Context: an optimization exercise on an open-source flow, tuned for small area, a short achievable clock period and few clock cycles. The choices shown serve that exercise and are no tape-out recipe.
In this exercise RTL edits were held to simulation tests only and were not proved equivalent to the original.

run 1:
==> flow/design.v (excerpt) <==
module HW3_FPMUL_SP(Clk, Rst, St, FPmplier, FPmcand, Done, Ovf, Unf, FPproduct);
  input Clk, Rst, St;
  input [31:0] FPmcand;
  input [31:0] FPmplier;
  output reg Done;
  output Ovf, Unf;
  output [31:0] FPproduct;
  reg busy;                 
  reg [22:0] M;             
  reg [25:1] M3;            
  reg [8:0] ES;             
  reg sgn;
  reg [24:0] P;             
  wire [23:0] mi = {1'b1, FPmcand[22:0]};
  wire [24:0] qi = {1'b1, FPmplier[22:0], 1'b0};    
  wire [25:0] m3i = {1'b0, mi, 1'b0} + {2'b00, mi};
  reg [7:0] s1, s2, s3, s4, ng;    
  wire [7:0] s1i, s2i, s3i, s4i, ngi;
  genvar g;
  generate for (g = 0; g < 8; g = g + 1) begin : enc
    wire [3:0] b = qi[3*g+3:3*g];
    wire [2:0] v = {1'b0, b[2], 1'b0} + b[1] + b[0];
    wire [2:0] a = b[3] ? 3'd4 - v : v;
    assign s1i[g] = (a == 3'd1);
    assign s2i[g] = (a == 3'd2);
    assign s3i[g] = (a == 3'd3);
    assign s4i[g] = (a == 3'd4);
    assign ngi[g] = b[3];
  end endgenerate
  always @(posedge Clk) begin
    M <= FPmcand[22:0];
    M3 <= m3i[25:1];
    s1 <= s1i; s2 <= s2i; s3 <= s3i; s4 <= s4i; ng <= ngi;
  end
  wire [25:0] m1 = {2'b01, M};
  wire [25:0] m2 = {1'b1, M, 1'b0};
  wire [25:0] m3 = {M3, M[0]};
  wire [25:0] m4 = {1'b1, M, 2'b00};
  wire [25:0] y0 = (({26{s1[0]}} & m1) | ({26{s2[0]}} & m2) | ({26{s3[0]}} & m3) | ({26{s4[0]}} & m4)) ^ {26{ng[0]}};
  wire [25:0] y1 = (({26{s1[1]}} & m1) | ({26{s2[1]}} & m2) | ({26{s3[1]}} & m3) | ({26{s4[1]}} & m4)) ^ {26{ng[1]}};
  wire [25:0] y2 = (({26{s1[2]}} & m1) | ({26{s2[2]}} & m2) | ({26{s3[2]}} & m3) | ({26{s4[2]}} & m4)) ^ {26{ng[2]}};
  wire [25:0] y3 = (({26{s1[3]}} & m1) | ({26{s2[3]}} & m2) | ({26{s3[3]}} & m3) | ({26{s4[3]}} & m4)) ^ {26{ng[3]}};
  wire [25:0] y4 = (({26{s1[4]}} & m1) | ({26{s2[4]}} & m2) | ({26{s3[4]}} & m3) | ({26{s4[4]}} & m4)) ^ {26{ng[4]}};
  wire [25:0] y5 = (({26{s1[5]}} & m1) | ({26{s2[5]}} & m2) | ({26{s3[5]}} & m3) | ({26{s4[5]}} & m4)) ^ {26{ng[5]}};
  ...
Size: ~1800 cells after synthesis, about 120 flip-flops, ~100 I/O pins.
make LEC_CHECK=0 ABC_CLOCK_PERIOD_IN_PS=3500 CAP_MARGIN=20 CORE_MARGIN=2 CORE_UTILIZATION=40 SETUP_SLACK_MARGIN=5 SLEW_MARGIN=20 finish   # period 9.0 ns
run.sh (not shown) runs the stock make flow with config.mk's settings and CLKGATE_MAP_FILE= SYNTH_SCRIPT=/design/flow/synth_recipe.tcl, a recipe that flattens the netlist after the stock synthesis.
Run 1 did not stop at any stage, and its layout met the timing, DRC and antenna checks.
Testbench counts of run 1, summed over its fixed seeds: cycles 16,000.
### run 1 -> run 2
- ABC_CLOCK_PERIOD_IN_PS changed from 3500 to 1200
- CTS_BUF_LIST newly set to sky130_fd_sc_hd__clkbuf_4 sky130_fd_sc_hd__clkbuf_8
--- outcome ---
- From run 1 to run 2 the numbers moved as follows: design area shows a reduction of 200 um2; count of plain and timing-repair buffers shows a reduction of 0.90%.
- Of the two values seen for critical path endpoint, P[24] was produced by run 2 and P[15] by run 1.
- Y dimension of the die: run 2 vs run 1 identical
- Delta(length of the first detailed-routing pass in iterations, run 2 - run 1) < 0
- Run 2 and run 1 ended up with roughly the same overall fraction of global-route tracks in use.
- The clock-pin slew on the worst setup and hold paths number comes out higher for run 2 vs run 1.
- The setup slack of the most critical reg-to-reg path of run 2 exceeds that of run 1 by 40 ps.
- Comparing run 2 and run 1, the lower setup slack was measured on run 1.
- Looking at critical path startpoint, the ng[3] result is from run 2; the M[13] one comes from run 1.
Changes in run 3 relative to run 2:
- CORE_UTILIZATION: 40 -> 60
- ABC_CLOCK_PERIOD_IN_PS: 1200 -> unset
==> flow/flow/run.sh (new file) <==
#!/bin/bash
# The standard layout, except that the port buffers are buf_2 cells rather than the
# default pick; every input and output port still gets its own buffer.
bash standard.sh "BUFFER_PORTS_ARGS=-buffer_cell sky130_fd_sc_hd__buf_2" finish > standard.log 2>&1
==> flow/standard.sh (new file) <==
#!/bin/bash
# synth_recipe.tcl (not shown) runs the flow's synth.tcl, then flattens the netlist and writes it again
# the make line also repeats each setting of config.mk as NAME=value (left out here)
make -C /OpenROAD-flow-scripts/flow DESIGN_CONFIG=/design/flow/config.mk WORK_HOME=/design/flow/orfs CLKGATE_MAP_FILE= SYNTH_SCRIPT=/design/flow/synth_recipe.tcl "${@:-finish}"
removed: flow/run.sh
### Flow results
Run 3 has per-cell routed wire length above what run 2 had. Taking run 2 as the reference, in run 3 period utilization saw an increase; register-to-register path setup slack saw a decrease.
The inputs of run 4 differ from those of run 3 as listed below.
- ABC_CLOCK_PERIOD_IN_PS newly set to 600
- CORE_UTILIZATION changed from 60 to 40
==> flow/run.sh (new file) <==
#!/bin/bash
# synth_recipe.tcl (not shown) runs the flow's synth.tcl, then flattens the netlist and writes it again
# the make line also repeats each setting of config.mk as NAME=value (left out here)
make -C /OpenROAD-flow-scripts/flow DESIGN_CONFIG=/design/flow/config.mk WORK_HOME=/design/flow/orfs CLKGATE_MAP_FILE= SYNTH_SCRIPT=/design/flow/synth_recipe.tcl finish
removed: flow/flow/run.sh
removed: flow/standard.sh
Findings:
Delta (run 4 minus run 3): placement row count climbed 13, initial core utilization dropped 20 points, routed wire length climbed about 6%, fraction of layout cells with a size suffix above 1 dropped 4.7 points. Relative to run 3, the final cell area reported for run 4 is higher.

-- what the ideal ports hide --
In the flow no input, the clock included, has a driving cell. The finished layouts below were timed again as built, in two steps.
Step 1 assumes that a clkbuf_16 drives the clock port and a buf_2 every other input.
Step 2 moves the port delays by t, midway between the first and last clock arrival at a register: inputs arrive t later, outputs are due t later. That takes back most of the time a late clock gives input paths.
Three values: ideal ports, drivers, drivers and shift; two values: the first two.
| run | t, ns | setup WS [ns] | worst hold slack (ns) | worst register clock-pin slew, ns |
|---|---|---|---|---|
| run 1 | 0.508 | 3.573 / 3.573 / 3.573 | 0.811 / 0.811 / 0.811 | 0.08 / 0.08 |
| run 2 | 0.538 | 3.616 / 3.616 / 3.616 | 0.821 / 0.821 / 0.821 | 0.10 / 0.10 |
| run 3 | 0.504 | 3.531 / 3.531 / 3.531 | 0.755 / 0.755 / 0.755 | 0.10 / 0.10 |
| run 4 | 0.538 | 3.616 / 3.616 / 3.616 | 0.821 / 0.821 / 0.821 | 0.10 / 0.10 |
After both steps setup and hold are still met in every run listed.
